This design comes from an exercise in tuning for small area and a short achievable clock period on the open sky130 flow, not from production work.
No run shown here included a check of the RTL's function; only the layout flow was run.
Power and IR drop assume default switching activity.

## flow/design.v (module list and top-level ports; edited modules follow where they fit)
// module mul8: 14 lines
// module mul16: 1107 lines
// module mul16_fa: 4 lines
// module mul16_cpa: 173 lines
// module mul16_xnor: 3 lines
module mul16(
    input clk,
    input logic[15:0] a,
    input logic[15:0] b,
    output logic[31:0] r
);
  // ...
==> flow/flow/run.sh <==
#!/bin/bash
set -uo pipefail
here=$(pwd)
export BUFFER_PORTS_ARGS="-buffer_cell sky130_fd_sc_hd__buf_4"
export PRE_RESIZE_TCL="$here/flow/outbuf.tcl"
bash standard.sh > standard.log 2>&1
==> flow/flow/outbuf.tcl <==
# Sourced by ORFS's resize.tcl before repair_design: the buffer that buffer_ports put on
# each output port becomes a sky130_fd_sc_hd__buf_1.
set n 0
foreach port [get_ports -filter "direction==output"] {
  set net [get_nets [get_full_name $port]]
  foreach pin [get_pins -of_objects $net -filter "direction==output"] {
    set inst [get_cells -of_objects $pin]
    if {[get_property $inst ref_name] eq "sky130_fd_sc_hd__buf_4"} {
      replace_cell $inst sky130_fd_sc_hd__buf_1
      incr n
    }
  }
}
puts "outbuf.tcl: $n output buffers made buf_1"
==> flow/standard.sh <==
#!/bin/bash
# synth_recipe.tcl (not shown) runs the flow's synth.tcl, then flattens the netlist and writes it again
# the make line also repeats each setting of config.mk as NAME=value (left out here)
make -C /OpenROAD-flow-scripts/flow DESIGN_CONFIG=/design/flow/config.mk WORK_HOME=/design/flow/orfs CLKGATE_MAP_FILE= SYNTH_SCRIPT=/design/flow/synth_recipe.tcl "${@:-finish}"
==> flow/config.mk <==
export PLATFORM = sky130hd
export DESIGN_NAME = mul16
export DESIGN_NICKNAME = mul16
export VERILOG_FILES = /design/flow/design.v
export SDC_FILE = /design/flow/constraint.sdc
export NUM_CORES = 4
export LEC_CHECK = 0
export CAP_MARGIN = 20
export CORE_MARGIN = 2
export CORE_UTILIZATION = 40
export CTS_BUF_LIST = sky130_fd_sc_hd__clkbuf_8
export CTS_CLUSTER_SIZE = 12
export SETUP_SLACK_MARGIN = 2.0
export SLEW_MARGIN = 20
export SYNTH_HIERARCHICAL = 1
export SYNTH_MINIMUM_KEEP_SIZE = 0
==> flow/constraint.sdc <==
create_clock -name core_clock -period 5.5 [get_ports {clk}]
set_input_delay 1.1000 -clock core_clock [delete_from_list [all_inputs] [get_ports {clk}]]
set_output_delay 1.1000 -clock core_clock [all_outputs]
set_load 0.01 [all_outputs]
==> out/results.ini, run 1 <==
[outcome]
status=timing/DRC/antenna clean

[cells_and_area]
multi_input_area_share_pct=66.52
top_regs=q (79), r (32)
n_all_buffers=64
clockBufferCount=10
drive_above_1_share_pct=8.526
fill_cells=2082
clk_share_pct=2.032
antennaDiodeCount=0

[pwr]
largestPowerGroup=combinational cells
p_per_area_mw_per_mm2=664.4
net-switching-power_mw=2.770
powerSeq_mw=1.38

[route]
wirelength_um=19760
drc=0
via_per_inst=5.124
drtIter0Drc=354
dr_wl_met3_um=1649

[setup_path]
r2r_cells=10
endpoint=r[30]
crit-reg2reg-launch=q[34]
crit_family=adder cells
timing.rr.end=r[30]
critPathLaunch=q[34]
critPathMaxStageDelay_ps=440
cp.depth=10

[yosys]
synth_area_per_cell_um2=10.83
synthCells=831

[sta]
fmax_ghz=0.2963
finalMaxSlewViolations=0
timing.hold.ws_ps=366.7

[place]
gp_congestion=0.8417

[die]
initial_core_util_pct=40.99
die-area_mm2=0.02372

[clock_network]
cts_buffers=9

==> module mul16_cpa, before the edit <==
module mul16_cpa(input [26:0] gi, input [26:0] pi, output [25:0] co);
    wire g0 = gi[0] | pi[0];
    wire p0 = pi[0];
    wire g1 = gi[1];
    wire p1 = pi[1];
    wire g2 = gi[2];
    wire p2 = pi[2];
    wire g3 = gi[3];
    wire p3 = pi[3];
    wire g4 = gi[4];
    wire p4 = pi[4];
    wire g5 = gi[5];
    wire p5 = pi[5];
    wire g6 = gi[6];
    wire p6 = pi[6];
    wire g7 = gi[7];
    wire p7 = pi[7];
    wire g8 = gi[8];
    wire p8 = pi[8];
    wire g9 = gi[9];
    wire p9 = pi[9];
    wire g10 = gi[10];
    wire p10 = pi[10];
    wire g11 = gi[11];
    wire p11 = pi[11];
    wire g12 = gi[12];
    wire p12 = pi[12];
    wire g13 = gi[13];
    wire p13 = pi[13];
    wire g14 = gi[14];
    wire p14 = pi[14];
    wire g15 = gi[15];
    wire p15 = pi[15];
    wire g16 = gi[16];
    wire p16 = pi[16];
    wire g17 = gi[17];
    wire p17 = pi[17];
    wire g18 = gi[18];
    wire p18 = pi[18];
    wire g19 = gi[19];
    wire p19 = pi[19];
    wire g20 = gi[20];
    wire p20 = pi[20];
    wire g21 = gi[21];
    wire p21 = pi[21];
    wire g22 = gi[22];
    wire p22 = pi[22];
    wire g23 = gi[23];
    wire p23 = pi[23];
    wire g24 = gi[24];
    wire p24 = pi[24];
    wire g25 = gi[25];
    wire p25 = pi[25];
    wire g26 = gi[26];
    wire p26 = pi[26];
    wire G1 = g1 | (p1 & g0);
    wire P1 = p1 & p0;
    wire G2 = g2 | (p2 & G1);
    wire P2 = p2 & P1;
    wire G3 = g4 | (p4 & g3);
    wire P3 = p4 & p3;
    wire G4 = g5 | (p5 & G3);
    wire P4 = p5 & P3;
    wire G5 = g3 | (p3 & G2);
    wire P5 = p3 & P2;
    wire G6 = G3 | (P3 & G2);
    wire P6 = P3 & P2;
    wire G7 = G4 | (P4 & G2);
    wire P7 = P4 & P2;
    wire G8 = g6 | (p6 & G7);
    wire P8 = p6 & P7;
    wire G9 = g8 | (p8 & g7);
    wire P9 = p8 & p7;
    wire G10 = g7 | (p7 & G8);
    wire P10 = p7 & P8;
    wire G11 = G9 | (P9 & G8);
    wire P11 = P9 & P8;
    wire G12 = g10 | (p10 & g9);
    wire P12 = p10 & p9;
    wire G13 = g11 | (p11 & G12);
    wire P13 = p11 & P12;
    wire G14 = g9 | (p9 & G11);
    wire P14 = p9 & P11;
    wire G15 = G12 | (P12 & G11);
    wire P15 = P12 & P11;
    wire G16 = G13 | (P13 & G11);
    wire P16 = P13 & P11;
    wire G17 = g12 | (p12 & G16);
    wire P17 = p12 & P16;
    wire G18 = g15 | (p15 & g14);
    wire P18 = p15 & p14;
    wire G19 = g18 | (p18 & g17);
    wire P19 = p18 & p17;
    wire G20 = g17 | (p17 & g16);
    wire P20 = p17 & p16;
    wire G21 = G19 | (P19 & g16);
    wire P21 = P19 & p16;
    wire G22 = g16 | (p16 & G18);
    wire P22 = p16 & P18;
    wire G23 = G20 | (P20 & G18);
    wire P23 = P20 & P18;
    wire G24 = G21 | (P21 & G18);
    wire P24 = P21 & P18;
    wire G25 = g14 | (p14 & g13);
    wire P25 = p14 & p13;
    wire G26 = G18 | (P18 & g13);
    wire P26 = P18 & p13;
    wire G27 = G22 | (P22 & g13);
    wire P27 = P22 & p13;
    wire G28 = G23 | (P23 & g13);
    wire P28 = P23 & p13;
    wire G29 = G24 | (P24 & g13);
    wire P29 = P24 & p13;
    wire G30 = g20 | (p20 & g19);
    wire P30 = p20 & p19;
    wire G31 = g21 | (p21 & G30);
    wire P31 = p21 & P30;
    wire G32 = g22 | (p22 & G31);
    wire P32 = p22 & P31;
    wire G33 = g23 | (p23 & G32);
    wire P33 = p23 & P32;
    wire G34 = g24 | (p24 & G33);
    wire P34 = p24 & P33;
    wire G35 = g25 | (p25 & G34);
    wire P35 = p25 & P34;
    wire G36 = g26 | (p26 & G35);
    wire P36 = p26 & P35;
    wire G37 = g19 | (p19 & G29);
    wire P37 = p19 & P29;
    wire G38 = G30 | (P30 & G29);
    wire P38 = P30 & P29;
    wire G39 = G31 | (P31 & G29);
    wire P39 = P31 & P29;
    wire G40 = G32 | (P32 & G29);
    wire P40 = P32 & P29;
    wire G41 = G33 | (P33 & G29);
    wire P41 = P33 & P29;
    wire G42 = G34 | (P34 & G29);
    wire P42 = P34 & P29;
    wire G43 = G35 | (P35 & G29);
    wire P43 = P35 & P29;
    wire G44 = G36 | (P36 & G29);
    wire P44 = P36 & P29;
    wire G45 = g13 | (p13 & G17);
    wire P45 = p13 & P17;
    wire G46 = G25 | (P25 & G17);
    wire P46 = P25 & P17;
    wire G47 = G26 | (P26 & G17);
    wire P47 = P26 & P17;
    wire G48 = G27 | (P27 & G17);
    wire P48 = P27 & P17;
    wire G49 = G28 | (P28 & G17);
    wire P49 = P28 & P17;
    wire G50 = G29 | (P29 & G17);
    wire P50 = P29 & P17;
    wire G51 = G37 | (P37 & G17);
    wire P51 = P37 & P17;
    wire G52 = G38 | (P38 & G17);
    wire P52 = P38 & P17;
    wire G53 = G39 | (P39 & G17);
    wire P53 = P39 & P17;
    wire G54 = G40 | (P40 & G17);
    wire P54 = P40 & P17;
    wire G55 = G41 | (P41 & G17);
    wire P55 = P41 & P17;
    wire G56 = G42 | (P42 & G17);
    wire P56 = P42 & P17;
    wire G57 = G43 | (P43 & G17);
    wire P57 = P43 & P17;
    wire G58 = G44 | (P44 & G17);
    wire P58 = P44 & P17;
    assign co = {G57, G56, G55, G54, G53, G52, G51, G50, G49, G48, G47, G46, G45, G17, G16, G15, G14, G11, G10, G8, G7, G6, G5, G2, G1, g0};
endmodule
==> run 2, diff against run 1 <==
--- a/flow/design.v
+++ b/flow/design.v
@@ -483,16 +483,18 @@
     wire s492, c493;
     wire s494, c495;
     wire s496, c497;
     wire s498, c499;
     wire s500, c501;
     wire s502, c503;
     wire s504, c505;
     wire s506, c507;
+    wire s508, c509;
+    wire s510, c511;
     logic [78:0] q;
     wire q363 = q[0];
     wire q364 = q[1];
     wire q365 = q[2];
     wire q366 = q[3];
     wire q367 = q[4];
     wire q368 = q[5];
     wire q369 = q[6];
@@ -563,18 +565,18 @@
     wire q434 = q[71];
     wire q435 = q[72];
     wire q436 = q[73];
     wire q437 = q[74];
     wire q438 = q[75];
     wire q439 = q[76];
     wire q440 = q[77];
     wire q441 = q[78];
-    wire [31:0] xn = {1'b1, q440, q438, q436, q434, q433, c505, c503, s502, s500, c495, c491, c487, s486, c479, s476, s472, s468, s464, s460, c453, s452, s448, s446, s444, q372, q368, q367, q366, q365, q364, q363};
-    wire [31:0] yn = {1'b1, q441, q439, q437, q435, c507, s506, s504, c501, c499, s498, s494, s490, c483, s482, s478, c469, c465, c461, c457, s456, s450, c447, c445, c443, s442, q369, 1'b1, 1'b1, 1'b1, 1'b1, 1'b1};
+    wire [31:0] xn = {1'b1, q440, q438, q436, q434, q433, c509, c507, s506, s504, c499, c495, c491, s490, c483, s480, s476, s472, s468, s464, c457, s456, s452, s450, c447, s446, s442, q367, q366, q365, q364, q363};
+    wire [31:0] yn = {1'b1, q441, q439, q437, q435, c511, s510, s508, c505, c503, s502, s498, s494, c487, s486, s482, c473, c469, c465, c461, s460, s454, c451, c449, s448, 1'b1, 1'b1, 1'b1, 1'b1, 1'b1, 1'b1, 1'b1};
     assign pp0_0 = ~(a[0] & b[0]);
     assign pp0_1 = ~(a[0] & b[1]);
     assign pp0_2 = ~(a[0] & b[2]);
     assign pp0_3 = ~(a[0] & b[3]);
     assign pp0_4 = ~(a[0] & b[4]);
     assign pp0_5 = ~(a[0] & b[5]);
     assign pp0_6 = ~(a[0] & b[6]);
     assign pp0_7 = ~(a[0] & b[7]);
@@ -1006,129 +1008,125 @@
     mul16_fa us347 (.x(c338), .y(s343), .z(s345), .s(s347), .c(c348));
     mul16_fa us349 (.x(c340), .y(s347), .z(c342), .s(s349), .c(c350));
     mul16_fa us351 (.x(pp12_15), .y(pp13_14), .z(pp14_13), .s(s351), .c(c352));
     mul16_fa us353 (.x(pp15_12), .y(c344), .z(s351), .s(s353), .c(c354));
     mul16_fa us355 (.x(c346), .y(s353), .z(c348), .s(s355), .c(c356));
     mul16_fa us357 (.x(pp13_15), .y(pp14_14), .z(pp15_13), .s(s357), .c(c358));
     mul16_fa us359 (.x(c352), .y(s357), .z(c354), .s(s359), .c(c360));
     mul16_fa us361 (.x(pp14_15), .y(pp15_14), .z(c358), .s(s361), .c(c362));
-    mul16_xnor us442 (.x(q370), .y(q371), .s(s442));
-    assign c443 = q370 | q371;
-    mul16_xnor us444 (.x(q373), .y(q374), .s(s444));
-    assign c445 = q373 | q374;
-    mul16_xnor us446 (.x(q375), .y(q376), .s(s446));
-    assign c447 = q375 | q376;
-    mul16_xnor us448 (.x(q377), .y(q378), .s(s448));
-    assign c449 = q377 | q378;
-    mul16_fa us450 (.x(q379), .y(q380), .z(q381), .s(s450), .c(c451));
-    mul16_xnor us452 (.x(q382), .y(c449), .s(s452));
-    assign c453 = q382 | c449;
-    mul16_fa us454 (.x(q383), .y(q384), .z(q385), .s(s454), .c(c455));
-    mul16_xnor us456 (.x(c451), .y(s454), .s(s456));
-    assign c457 = c451 | s454;
-    mul16_fa us458 (.x(q386), .y(q387), .z(q388), .s(s458), .c(c459));
+    mul16_xnor us442 (.x(q368), .y(q369), .s(s442));
+    assign c443 = q368 | q369;
+    mul16_fa us444 (.x(q370), .y(q371), .z(q372), .s(s444), .c(c445));
+    mul16_xnor us446 (.x(c443), .y(s444), .s(s446));
+    assign c447 = c443 | s444;
+    mul16_fa us448 (.x(q373), .y(q374), .z(c445), .s(s448), .c(c449));
+    mul16_xnor us450 (.x(q375), .y(q376), .s(s450));
+    assign c451 = q375 | q376;
+    mul16_xnor us452 (.x(q377), .y(q378), .s(s452));
+    assign c453 = q377 | q378;
+    mul16_fa us454 (.x(q379), .y(q380), .z(q381), .s(s454), .c(c455));
+    mul16_xnor us456 (.x(q382), .y(c453), .s(s456));
+    assign c457 = q382 | c453;
+    mul16_fa us458 (.x(q383), .y(q384), .z(q385), .s(s458), .c(c459));
     mul16_xnor us460 (.x(c455), .y(s458), .s(s460));
     assign c461 = c455 | s458;
-    mul16_fa us462 (.x(q389), .y(q390), .z(q391), .s(s462), .c(c463));
+    mul16_fa us462 (.x(q386), .y(q387), .z(q388), .s(s462), .c(c463));
     mul16_xnor us464 (.x(c459), .y(s462), .s(s464));
     assign c465 = c459 | s462;
-    mul16_fa us466 (.x(q392), .y(q393), .z(q394), .s(s466), .c(c467));
+    mul16_fa us466 (.x(q389), .y(q390), .z(q391), .s(s466), .c(c467));
     mul16_xnor us468 (.x(c463), .y(s466), .s(s468));
     assign c469 = c463 | s466;
-    mul16_fa us470 (.x(q395), .y(q396), .z(q397), .s(s470), .c(c471));
+    mul16_fa us470 (.x(q392), .y(q393), .z(q394), .s(s470), .c(c471));
     mul16_xnor us472 (.x(c467), .y(s470), .s(s472));
     assign c473 = c467 | s470;
-    mul16_fa us474 (.x(q398), .y(q399), .z(q400), .s(s474), .c(c475));
-    mul16_fa us476 (.x(q401), .y(q402), .z(c471), .s(s476), .c(c477));
-    mul16_xnor us478 (.x(s474), .y(c473), .s(s478));
-    assign c479 = s474 | c473;
-    mul16_fa us480 (.x(q403), .y(q404), .z(q405), .s(s480), .c(c481));
-    mul16_fa us482 (.x(c475), .y(s480), .z(c477), .s(s482), .c(c483));
-    mul16_fa us484 (.x(q406), .y(q407), .z(q408), .s(s484), .c(c485));
-    mul16_fa us486 (.x(q409), .y(c481), .z(s484), .s(s486), .c(c487));
-    mul16_fa us488 (.x(q410), .y(q411), .z(q412), .s(s488), .c(c489));
-    mul16_fa us490 (.x(q413), .y(c485), .z(s488), .s(s490), .c(c491));
-    mul16_fa us492 (.x(q414), .y(q415), .z(q416), .s(s492), .c(c493));
-    mul16_fa us494 (.x(q417), .y(c489), .z(s492), .s(s494), .c(c495));
-    mul16_fa us496 (.x(q418), .y(q419), .z(q420), .s(s496), .c(c497));
-    mul16_fa us498 (.x(q421), .y(c493), .z(s496), .s(s498), .c(c499));
-    mul16_fa us500 (.x(q422), .y(q423), .z(c497), .s(s500), .c(c501));
-    mul16_fa us502 (.x(q424), .y(q425), .z(q426), .s(s502), .c(c503));
-    mul16_fa us504 (.x(q427), .y(q428), .z(q429), .s(s504), .c(c505));
-    mul16_fa us506 (.x(q430), .y(q431), .z(q432), .s(s506), .c(c507));
-    wire [26:0] cg, cp, cs;
-    assign cg[0] = xn[5] & yn[5];
-    assign cp[0] = xn[5] ^ yn[5];
-    assign cg[1] = xn[6] & yn[6];
-    assign cp[1] = xn[6] ^ yn[6];
-    assign cg[2] = xn[7] & yn[7];
-    assign cp[2] = xn[7] ^ yn[7];
-    assign cg[3] = xn[8] & yn[8];
-    assign cp[3] = xn[8] ^ yn[8];
-    assign cg[4] = xn[9] & yn[9];
-    assign cp[4] = xn[9] ^ yn[9];
-    assign cg[5] = xn[10] & yn[10];
-    assign cp[5] = xn[10] ^ yn[10];
-    assign cg[6] = xn[11] & yn[11];
-    assign cp[6] = xn[11] ^ yn[11];
-    assign cg[7] = xn[12] & yn[12];
-    assign cp[7] = xn[12] ^ yn[12];
-    assign cg[8] = xn[13] & yn[13];
-    assign cp[8] = xn[13] ^ yn[13];
-    assign cg[9] = xn[14] & yn[14];
-    assign cp[9] = xn[14] ^ yn[14];
-    assign cg[10] = xn[15] & yn[15];
-    assign cp[10] = xn[15] ^ yn[15];
-    assign cg[11] = xn[16] & yn[16];
-    assign cp[11] = xn[16] ^ yn[16];
-    assign cg[12] = xn[17] & yn[17];
-    assign cp[12] = xn[17] ^ yn[17];
-    assign cg[13] = xn[18] & yn[18];
-    assign cp[13] = xn[18] ^ yn[18];
-    assign cg[14] = xn[19] & yn[19];
-    assign cp[14] = xn[19] ^ yn[19];
-    assign cg[15] = xn[20] & yn[20];
-    assign cp[15] = xn[20] ^ yn[20];
-    assign cg[16] = xn[21] & yn[21];
-    assign cp[16] = xn[21] ^ yn[21];
-    assign cg[17] = xn[22] & yn[22];
-    assign cp[17] = xn[22] ^ yn[22];
-    assign cg[18] = xn[23] & yn[23];
-    assign cp[18] = xn[23] ^ yn[23];
-    assign cg[19] = xn[24] & yn[24];
-    assign cp[19] = xn[24] ^ yn[24];
-    assign cg[20] = xn[25] & yn[25];
-    assign cp[20] = xn[25] ^ yn[25];
-    assign cg[21] = xn[26] & yn[26];
-    assign cp[21] = xn[26] ^ yn[26];
-    assign cg[22] = xn[27] & yn[27];
-    assign cp[22] = xn[27] ^ yn[27];
-    assign cg[23] = xn[28] & yn[28];
-    assign cp[23] = xn[28] ^ yn[28];
-    assign cg[24] = xn[29] & yn[29];
-    assign cp[24] = xn[29] ^ yn[29];
-    assign cg[25] = xn[30] & yn[30];
-    assign cp[25] = xn[30] ^ yn[30];
-    assign cg[26] = xn[31] & yn[31];
-    assign cp[26] = xn[31] ^ yn[31];
-    mul16_cpa ucpa (.gi(cg), .pi(cp), .co(cco));
-    wire [25:0] cco;
-    assign cs = {~(cp[26] ^ cco[25]), ~(cp[25] ^ cco[24]), ~(cp[24] ^ cco[23]), ~(cp[23] ^ cco[22]), ~(cp[22] ^ cco[21]), ~(cp[21] ^ cco[20]), ~(cp[20] ^ cco[19]), ~(cp[19] ^ cco[18]), ~(cp[18] ^ cco[17]), ~(cp[17] ^ cco[16]), ~(cp[16] ^ cco[15]), ~(cp[15] ^ cco[14]), ~(cp[14] ^ cco[13]), ~(cp[13] ^ cco[12]), ~(cp[12] ^ cco[11]), ~(cp[11] ^ cco[10]), ~(cp[10] ^ cco[9]), ~(cp[9] ^ cco[8]), ~(cp[8] ^ cco[7]), ~(cp[7] ^ cco[6]), ~(cp[6] ^ cco[5]), ~(cp[5] ^ cco[4]), ~(cp[4] ^ cco[3]), ~(cp[3] ^ cco[2]), ~(cp[2] ^ cco[1]), ~(cp[1] ^ cco[0]), cp[0]};
-    wire [31:0] sum = {cs, ~xn[4], ~xn[3], ~xn[2], ~xn[1], ~xn[0]};
+    mul16_fa us474 (.x(q395), .y(q396), .z(q397), .s(s474), .c(c475));
+    mul16_xnor us476 (.x(c471), .y(s474), .s(s476));
+    assign c477 = c471 | s474;
+    mul16_fa us478 (.x(q398), .y(q399), .z(q400), .s(s478), .c(c479));
+    mul16_fa us480 (.x(q401), .y(q402), .z(c475), .s(s480), .c(c481));
+    mul16_xnor us482 (.x(s478), .y(c477), .s(s482));
+    assign c483 = s478 | c477;
+    mul16_fa us484 (.x(q403), .y(q404), .z(q405), .s(s484), .c(c485));
+    mul16_fa us486 (.x(c479), .y(s484), .z(c481), .s(s486), .c(c487));
+    mul16_fa us488 (.x(q406), .y(q407), .z(q408), .s(s488), .c(c489));
+    mul16_fa us490 (.x(q409), .y(c485), .z(s488), .s(s490), .c(c491));
+    mul16_fa us492 (.x(q410), .y(q411), .z(q412), .s(s492), .c(c493));
+    mul16_fa us494 (.x(q413), .y(c489), .z(s492), .s(s494), .c(c495));
+    mul16_fa us496 (.x(q414), .y(q415), .z(q416), .s(s496), .c(c497));
+    mul16_fa us498 (.x(q417), .y(c493), .z(s496), .s(s498), .c(c499));
+    mul16_fa us500 (.x(q418), .y(q419), .z(q420), .s(s500), .c(c501));
+    mul16_fa us502 (.x(q421), .y(c497), .z(s500), .s(s502), .c(c503));
+    mul16_fa us504 (.x(q422), .y(q423), .z(c501), .s(s504), .c(c505));
+    mul16_fa us506 (.x(q424), .y(q425), .z(q426), .s(s506), .c(c507));
+    mul16_fa us508 (.x(q427), .y(q428), .z(q429), .s(s508), .c(c509));
+    mul16_fa us510 (.x(q430), .y(q431), .z(q432), .s(s510), .c(c511));
+    wire [24:0] cg, cp, cs;
+    assign cg[0] = xn[7] & yn[7];
+    assign cp[0] = xn[7] ^ yn[7];
+    assign cg[1] = xn[8] & yn[8];
+    assign cp[1] = xn[8] ^ yn[8];
+    assign cg[2] = xn[9] & yn[9];
+    assign cp[2] = xn[9] ^ yn[9];
+    assign cg[3] = xn[10] & yn[10];
+    assign cp[3] = xn[10] ^ yn[10];
+    assign cg[4] = xn[11] & yn[11];
+    assign cp[4] = xn[11] ^ yn[11];
+    assign cg[5] = xn[12] & yn[12];
+    assign cp[5] = xn[12] ^ yn[12];
+    assign cg[6] = xn[13] & yn[13];
+    assign cp[6] = xn[13] ^ yn[13];
+    assign cg[7] = xn[14] & yn[14];
+    assign cp[7] = xn[14] ^ yn[14];
+    assign cg[8] = xn[15] & yn[15];
+    assign cp[8] = xn[15] ^ yn[15];
+    assign cg[9] = xn[16] & yn[16];
+    assign cp[9] = xn[16] ^ yn[16];
+    assign cg[10] = xn[17] & yn[17];
+    assign cp[10] = xn[17] ^ yn[17];
+    assign cg[11] = xn[18] & yn[18];
+    assign cp[11] = xn[18] ^ yn[18];
+    assign cg[12] = xn[19] & yn[19];
+    assign cp[12] = xn[19] ^ yn[19];
+    assign cg[13] = xn[20] & yn[20];
+    assign cp[13] = xn[20] ^ yn[20];
+    assign cg[14] = xn[21] & yn[21];
+    assign cp[14] = xn[21] ^ yn[21];
+    assign cg[15] = xn[22] & yn[22];
+    assign cp[15] = xn[22] ^ yn[22];
+    assign cg[16] = xn[23] & yn[23];
+    assign cp[16] = xn[23] ^ yn[23];
+    assign cg[17] = xn[24] & yn[24];
+    assign cp[17] = xn[24] ^ yn[24];
+    assign cg[18] = xn[25] & yn[25];
+    assign cp[18] = xn[25] ^ yn[25];
+    assign cg[19] = xn[26] & yn[26];
+    assign cp[19] = xn[26] ^ yn[26];
+    assign cg[20] = xn[27] & yn[27];
+    assign cp[20] = xn[27] ^ yn[27];
+    assign cg[21] = xn[28] & yn[28];
+    assign cp[21] = xn[28] ^ yn[28];
+    assign cg[22] = xn[29] & yn[29];
+    assign cp[22] = xn[29] ^ yn[29];
+    assign cg[23] = xn[30] & yn[30];
+    assign cp[23] = xn[30] ^ yn[30];
+    assign cg[24] = xn[31] & yn[31];
+    assign cp[24] = xn[31] ^ yn[31];
+    mul16_cpa ucpa (.gi(cg), .pi(cp), .s(cs));
+    wire [31:0] sum = {cs, ~xn[6], ~xn[5], ~xn[4], ~xn[3], ~xn[2], ~xn[1], ~xn[0]};
     always_ff @(posedge clk) begin
         q <= {c362, pp15_15, c360, s361, c356, s359, c350, s355, s349, c334, s341, c332, s333, c324, s331, s323, c312, s321, s311, s309, c284, s297, s295, c282, c268, s283, s281, c266, s267, c250, s265, c248, s249, c230, c228, s247, s229, s227, c208, c186, s207, c184, s205, c182, s185, c162, s183, s161, c140, s159, s139, c120, s137, s119, c102, s117, s101, s99, c86, c72, s85, c70, s83, s71, c58, s57, c46, s45, c36, c28, s35, s33, s27, c20, s19, s11, s5, s1, pp0_0};
         r <= sum;
     end
 endmodule
 module mul16_fa(input x, input y, input z, output s, output c);
     assign s = x ^ y ^ z;
     assign c = (x & y) | (x & z) | (y & z);
 endmodule
-module mul16_cpa(input [26:0] gi, input [26:0] pi, output [25:0] co);
+module mul16_cpa(input [24:0] gi, input [24:0] pi, output [24:0] s);
     wire g0 = gi[0] | pi[0];
     wire p0 = pi[0];
     wire g1 = gi[1];
     wire p1 = pi[1];
     wire g2 = gi[2];
     wire p2 = pi[2];
     wire g3 = gi[3];
     wire p3 = pi[3];
@@ -1169,133 +1167,97 @@
     wire g21 = gi[21];
     wire p21 = pi[21];
     wire g22 = gi[22];
     wire p22 = pi[22];
     wire g23 = gi[23];
     wire p23 = pi[23];
     wire g24 = gi[24];
     wire p24 = pi[24];
-    wire g25 = gi[25];
-    wire p25 = pi[25];
-    wire g26 = gi[26];
-    wire p26 = pi[26];
     wire G1 = g1 | (p1 & g0);
     wire P1 = p1 & p0;
-    wire G2 = g2 | (p2 & G1);
-    wire P2 = p2 & P1;
-    wire G3 = g4 | (p4 & g3);
-    wire P3 = p4 & p3;
-    wire G4 = g5 | (p5 & G3);
-    wire P4 = p5 & P3;
-    wire G5 = g3 | (p3 & G2);
-    wire P5 = p3 & P2;
-    wire G6 = G3 | (P3 & G2);
-    wire P6 = P3 & P2;
-    wire G7 = G4 | (P4 & G2);
-    wire P7 = P4 & P2;
-    wire G8 = g6 | (p6 & G7);
-    wire P8 = p6 & P7;
-    wire G9 = g8 | (p8 & g7);
-    wire P9 = p8 & p7;
-    wire G10 = g7 | (p7 & G8);
-    wire P10 = p7 & P8;
-    wire G11 = G9 | (P9 & G8);
-    wire P11 = P9 & P8;
-    wire G12 = g10 | (p10 & g9);
-    wire P12 = p10 & p9;
-    wire G13 = g11 | (p11 & G12);
-    wire P13 = p11 & P12;
-    wire G14 = g9 | (p9 & G11);
-    wire P14 = p9 & P11;
-    wire G15 = G12 | (P12 & G11);
-    wire P15 = P12 & P11;
-    wire G16 = G13 | (P13 & G11);
-    wire P16 = P13 & P11;
-    wire G17 = g12 | (p12 & G16);
-    wire P17 = p12 & P16;
-    wire G18 = g15 | (p15 & g14);
-    wire P18 = p15 & p14;
-    wire G19 = g18 | (p18 & g17);
-    wire P19 = p18 & p17;
-    wire G20 = g17 | (p17 & g16);
-    wire P20 = p17 & p16;
-    wire G21 = G19 | (P19 & g16);
-    wire P21 = P19 & p16;
-    wire G22 = g16 | (p16 & G18);
-    wire P22 = p16 & P18;
-    wire G23 = G20 | (P20 & G18);
-    wire P23 = P20 & P18;
-    wire G24 = G21 | (P21 & G18);
-    wire P24 = P21 & P18;
-    wire G25 = g14 | (p14 & g13);
-    wire P25 = p14 & p13;
-    wire G26 = G18 | (P18 & g13);
-    wire P26 = P18 & p13;
-    wire G27 = G22 | (P22 & g13);
-    wire P27 = P22 & p13;
-    wire G28 = G23 | (P23 & g13);
-    wire P28 = P23 & p13;
-    wire G29 = G24 | (P24 & g13);
-    wire P29 = P24 & p13;
-    wire G30 = g20 | (p20 & g19);
-    wire P30 = p20 & p19;
-    wire G31 = g21 | (p21 & G30);
-    wire P31 = p21 & P30;
-    wire G32 = g22 | (p22 & G31);
-    wire P32 = p22 & P31;
-    wire G33 = g23 | (p23 & G32);
-    wire P33 = p23 & P32;
-    wire G34 = g24 | (p24 & G33);
-    wire P34 = p24 & P33;
-    wire G35 = g25 | (p25 & G34);
-    wire P35 = p25 & P34;
-    wire G36 = g26 | (p26 & G35);
-    wire P36 = p26 & P35;
-    wire G37 = g19 | (p19 & G29);
-    wire P37 = p19 & P29;
-    wire G38 = G30 | (P30 & G29);
-    wire P38 = P30 & P29;
-    wire G39 = G31 | (P31 & G29);
-    wire P39 = P31 & P29;
-    wire G40 = G32 | (P32 & G29);
-    wire P40 = P32 & P29;
-    wire G41 = G33 | (P33 & G29);
-    wire P41 = P33 & P29;
-    wire G42 = G34 | (P34 & G29);
-    wire P42 = P34 & P29;
-    wire G43 = G35 | (P35 & G29);
-    wire P43 = P35 & P29;
-    wire G44 = G36 | (P36 & G29);
-    wire P44 = P36 & P29;
-    wire G45 = g13 | (p13 & G17);
-    wire P45 = p13 & P17;
-    wire G46 = G25 | (P25 & G17);
-    wire P46 = P25 & P17;
-    wire G47 = G26 | (P26 & G17);
-    wire P47 = P26 & P17;
-    wire G48 = G27 | (P27 & G17);
-    wire P48 = P27 & P17;
-    wire G49 = G28 | (P28 & G17);
-    wire P49 = P28 & P17;
-    wire G50 = G29 | (P29 & G17);
-    wire P50 = P29 & P17;
-    wire G51 = G37 | (P37 & G17);
-    wire P51 = P37 & P17;
-    wire G52 = G38 | (P38 & G17);
-    wire P52 = P38 & P17;
-    wire G53 = G39 | (P39 & G17);
-    wire P53 = P39 & P17;
-    wire G54 = G40 | (P40 & G17);
-    wire P54 = P40 & P17;
-    wire G55 = G41 | (P41 & G17);
-    wire P55 = P41 & P17;
-    wire G56 = G42 | (P42 & G17);
-    wire P56 = P42 & P17;
-    wire G57 = G43 | (P43 & G17);
-    wire P57 = P43 & P17;
-    wire G58 = G44 | (P44 & G17);
-    wire P58 = P44 & P17;
-    assign co = {G57, G56, G55, G54, G53, G52, G51, G50, G49, G48, G47, G46, G45, G17, G16, G15, G14, G11, G10, G8, G7, G6, G5, G2, G1, g0};
+    wire G2 = g3 | (p3 & g2);
+    wire P2 = p3 & p2;
+    wire G3 = g5 | (p5 & g4);
+    wire P3 = p5 & p4;
+    wire G4 = g7 | (p7 & g6);
+    wire P4 = p7 & p6;
+    wire G5 = g9 | (p9 & g8);
+    wire P5 = p9 & p8;
+    wire G6 = g11 | (p11 & g10);
+    wire P6 = p11 & p10;
+    wire G7 = g13 | (p13 & g12);
+    wire P7 = p13 & p12;
+    wire G8 = g15 | (p15 & g14);
+    wire P8 = p15 & p14;
+    wire G9 = g17 | (p17 & g16);
+    wire P9 = p17 & p16;
+    wire G10 = g19 | (p19 & g18);
+    wire P10 = p19 & p18;
+    wire G11 = g21 | (p21 & g20);
+    wire P11 = p21 & p20;
+    wire G12 = g23 | (p23 & g22);
+    wire P12 = p23 & p22;
+    wire G13 = G2 | (P2 & G1);
+    wire P13 = P2 & P1;
+    wire G14 = G4 | (P4 & G3);
+    wire P14 = P4 & P3;
+    wire G15 = G6 | (P6 & G5);
+    wire P15 = P6 & P5;
+    wire G16 = G8 | (P8 & G7);
+    wire P16 = P8 & P7;
+    wire G17 = G10 | (P10 & G9);
+    wire P17 = P10 & P9;
+    wire G18 = G12 | (P12 & G11);
+    wire P18 = P12 & P11;
+    wire G19 = G14 | (P14 & G13);
+    wire P19 = P14 & P13;
+    wire G20 = G16 | (P16 & G15);
+    wire P20 = P16 & P15;
+    wire G21 = G18 | (P18 & G17);
+    wire P21 = P18 & P17;
+    wire G22 = G20 | (P20 & G19);
+    wire P22 = P20 & P19;
+    wire G23 = G21 | (P21 & G22);
+    wire P23 = P21 & P22;
+    wire G24 = G15 | (P15 & G19);
+    wire P24 = P15 & P19;
+    wire G25 = G17 | (P17 & G22);
+    wire P25 = P17 & P22;
+    wire G26 = G3 | (P3 & G13);
+    wire P26 = P3 & P13;
+    wire G27 = G5 | (P5 & G19);
+    wire P27 = P5 & P19;
+    wire G28 = G7 | (P7 & G24);
+    wire P28 = P7 & P24;
+    wire G29 = G9 | (P9 & G22);
+    wire P29 = P9 & P22;
+    wire G30 = G11 | (P11 & G25);
+    wire P30 = P11 & P25;
+    wire G31 = g2 | (p2 & G1);
+    wire P31 = p2 & P1;
+    wire G32 = g4 | (p4 & G13);
+    wire P32 = p4 & P13;
+    wire G33 = g6 | (p6 & G26);
+    wire P33 = p6 & P26;
+    wire G34 = g8 | (p8 & G19);
+    wire P34 = p8 & P19;
+    wire G35 = g10 | (p10 & G27);
+    wire P35 = p10 & P27;
+    wire G36 = g12 | (p12 & G24);
+    wire P36 = p12 & P24;
+    wire G37 = g14 | (p14 & G28);
+    wire P37 = p14 & P28;
+    wire G38 = g16 | (p16 & G22);
+    wire P38 = p16 & P22;
+    wire G39 = g18 | (p18 & G29);
+    wire P39 = p18 & P29;
+    wire G40 = g20 | (p20 & G25);
+    wire P40 = p20 & P25;
+    wire G41 = g22 | (p22 & G30);
+    wire P41 = p22 & P30;
+    wire G42 = g24 | (p24 & G23);
+    wire P42 = p24 & P23;
+    assign s = {~(p24 ^ G23), ~(p23 ^ G41), ~(p22 ^ G30), ~(p21 ^ G40), ~(p20 ^ G25), ~(p19 ^ G39), ~(p18 ^ G29), ~(p17 ^ G38), ~(p16 ^ G22), ~(p15 ^ G37), ~(p14 ^ G28), ~(p13 ^ G36), ~(p12 ^ G24), ~(p11 ^ G35), ~(p10 ^ G27), ~(p9 ^ G34), ~(p8 ^ G19), ~(p7 ^ G33), ~(p6 ^ G26), ~(p5 ^ G32), ~(p4 ^ G13), ~(p3 ^ G31), ~(p2 ^ G1), ~(p1 ^ g0), p0};
 endmodule
 module mul16_xnor(input x, input y, output s);
     assign s = ~(x ^ y);
 endmodule
==> flow/flow/run.sh (replaced) <==
#!/bin/bash
# The standard layout (the standard.sh, standard synthesis unchanged), except that
# the port buffers are sky130_fd_sc_hd__buf_2 cells instead of the resizer's default pick
# (a clkdlybuf4s50_1 delay cell). Every input and output port still gets its buffer.
set -uo pipefail
export BUFFER_PORTS_ARGS="-buffer_cell sky130_fd_sc_hd__buf_2"
bash standard.sh > standard.log 2>&1
removed: flow/flow/outbuf.tcl
==> out/results.ini, run 2 <==
[sta]
worst_slack_ps=1997  ; was 2125 ps
finalMaxSlewViolations=0  ; unchanged
fmax_ghz=0.2855  ; was 0.2963 GHz
min_period_ps=3503  ; was 3375 ps
hold_violations=0  ; unchanged
fin_setup_tns_ps=0  ; unchanged
setup_viol=0  ; unchanged
rsz0062_at_grt=yes  ; was no
fin_skew_ps=15.38  ; was 15.57 ps
period_share_pct=63.69  ; was 61.37%

[grt]
antenna_found_initial=0  ; unchanged
grt_max_degree=21  ; was 20
grt.total_usage_pct=17.98  ; was 18.02%
grt_pass1_vias=6252  ; was 6137
gr-total-overflow=0  ; unchanged
grt_pass1_wl_um=32600  ; was 32980 µm

[setup_path]
path_max_fanout=3  ; was 6
slowest_stage=fa_1  ; unchanged
crit_family=adder cells  ; unchanged
critPathLaunch=q[7]  ; was q[34]
critPathBufInv=1  ; was 0
cp.required_ps=5800  ; about the same
worst_path_most_repeated_cell=ha_4  ; was fa_1
crit-reg2reg-launch=q[7]  ; was q[34]
cp-end-kind=flip-flop  ; unchanged
path_class=flip-flop to flip-flop  ; unchanged
crit_chain=fa_2 -> fa_1 -> ha_4 -> or2_4 -> ha_4 -> o211ai_1 -> a21o_1 -> a211o_1 -> o31a_1 -> buf_6 -> o21ai_4 -> a31o_1 -> ha_4 -> nor2_2 -> xor2_1  ; was fa_1 -> fa_1 -> fa_1 -> ha_1 -> a211o_1 -> a21oi_4 -> o21ai_2 -> a221oi_2 -> a31oi_1 -> xnor2_1
arrival_ps=3800  ; was 3680 ps
critPathLaunchType=flip-flop  ; unchanged
critPathMaxStageDelay_ps=490  ; was 440 ps

[outcome]
status=timing/DRC/antenna clean  ; unchanged

[cells_and_area]
drive_above_1_share_pct=13.63  ; was 8.526%
final_common_cell=nand2_1  ; unchanged
regMostFlops=q  ; unchanged
top_regs=q (79), r (32)  ; unchanged
antennaDiodeCount=0  ; unchanged
largest_register_ff_count=79  ; unchanged
finalNetCount=1087  ; was 1074
layout_common_cells=265 x nand2_1, 199 x fa_1, 109 x dfxtp_1  ; was 264 x nand2_1, 199 x fa_1, 111 x dfxtp_1
area_growth_pct=8.239  ; was 4.657%

[pwr]
p_leak_nw=3.619  ; was 3.423 nW
p_seq_share_pct=22.6  ; was 22.0%
switching_share_pct=43.75  ; was 44.26%
internal_power_mw=3.413  ; was 3.489 mW
net-switching-power_mw=2.655  ; was 2.770 mW
finalPower_mw=6.068  ; was 6.259 mW
irDropWorstVdd_uv=364.4  ; was 351.2 µV
combPwrFrac_pct=68.6  ; was 70.2%
pwr-share-clk_pct=8.8  ; was 7.9%
p_per_area_mw_per_mm2=639.8  ; was 664.4 mW/mm²

[hold_path]
hold_start=q[0]  ; was q[4]
hp-class=flip-flop to flip-flop  ; unchanged

[clock_network]
clk_path_buf_depth=2  ; unchanged
cts_buffers=9  ; unchanged
root_buffer=clkbuf_8  ; unchanged
clock_sinks=111  ; unchanged
cts_hold_buf=0  ; unchanged
htree_levels=3  ; unchanged
cts_tree=yes  ; unchanged
clk_pin_slew_ps=120  ; about the same
clock_latency_ps=390  ; was 400 ps

[route]
drtPass1Iterations=5  ; was 6
drtIter0Drc=357  ; was 354
wirelength_um=19790  ; was 19760 µm
wl_per_cell_um=17.95  ; was 17.94 µm
ant_nets=0  ; unchanged
via_per_inst=5.113  ; was 5.124
num_vias=5634  ; was 5641
drc=0  ; unchanged

[yosys]
yosysWarnings=7  ; unchanged
synth_area_mm2=0.008762  ; was 0.009001 mm²
synthCells=802  ; was 831
synth_area_per_cell_um2=10.93  ; was 10.83 µm²

[die]
initial_core_util_pct=40.40  ; was 40.99%
die-area_mm2=0.02311  ; was 0.02372 mm²
coreArea_mm2=0.02169  ; was 0.02196 mm²
dieHeight_um=152.0  ; was 154.0 µm
row_count=54  ; unchanged
die-width_um=152.0  ; was 154.0 µm
io_pins=65  ; unchanged

[place]
post-dp-hpwl_um=14490  ; was 15070 µm
gp_congestion=0.8572  ; was 0.8417
io_buffers=64  ; unchanged
pre_cts_slack_ps=1597  ; was 1928 ps

[flow_run]
maxCapViolCount=0  ; unchanged

run 2: final timing paths:
path	to	slack, ps	depth (start not counted)
worst max-delay path	r[30]	2000	15
worst min-delay path	r[0]	370	1
worst max register to register	r[30]	2000	15
worst min register to register	r[0]	370	1
run 2: power by group through the flow:
| stage | clock, mW | sequential [mW] | combinational [mW] |
|---|---|---|---|
| 2_1_floorplan | 0 | 1.43 | 2.84 |
| 3_3_place_gp | 0 | 1.39 | 3.75 |
| 3_5_place_dp | 0 | 1.40 | 3.78 |
| 4_1_cts | 0.553 | 1.38 | 4.12 |
| 5_1_grt | 0.586 | 1.41 | 4.85 |
| 6_report | 0.533 | 1.37 | 4.16 |
run 2: area by class of cell:
type	count	area [µm²]
inverter	23	88.84
fill	2031	12200
sequential	111	2225
multi-input combinational	604	6256
tap	280	350.3
clock buffer	9	123.9
timing repair buffer	68	354.1
clock inverter	7	86.33
run 2: what timing repair did:
item | 4_1_cts | 5_1_grt
gates resized for setup | 19 | 4
setup buffers | 2 | 2
pin swaps | 13 | 6
setup endpoints to repair | 12 | 9
run 2: metrics by stage:
step | util, % | area (µm²) | hold slack, ps | cells
2_1_floorplan | - | 8870 | 337.9 | 803
3_3_place_gp | 42.12 | 9135 | 343.0 | 1082
3_5_place_dp | 42.12 | 9135 | 341.5 | 1082
4_1_cts | 43.52 | 9439 | 370.4 | 1100
5_1_grt | 43.73 | 9484 | 385.8 | 1102
6_report | 43.73 | 9484 | 369.6 | 1102
run 2: layer usage:
layer  share of wire, %  track usage (%)  vias up
met2                 45            27.76      247
met5                  0                0        -
met3                8.9            5.163       23
li1                   -                -     2459
met1                 44            24.96     2905
met4                1.4            5.118        0

-- separate check: timing with driven ports --
In the flow no input, the clock included, has a driving cell. The finished layouts below were timed again as built, in two steps.
Step 1 sets driving cells, clkbuf_16 on the clock port and buf_2 on the other inputs (assumed; they add their load-dependent delay and slew).
Step 2 moves the port delays by t, midway between the first and last clock arrival at a register: inputs arrive t later, outputs are due t later. That takes back most of the time a late clock gives input paths.
Slacks: ideal / step 1 / step 2; pairs: ideal / step 1.
run | t, ns | setup WS [ns] | cell pins on the clock port's net
run 1 | 0.437 | 2.125 / 2.124 / 1.913 | 1
run 2 | 0.426 | 1.997 / 1.997 / 1.719 | 1
After both steps setup and hold are still met in every run listed. The setup slack of run 2, which loses most, moves by 0.000 ns with the drivers and by -0.278 ns with both steps.
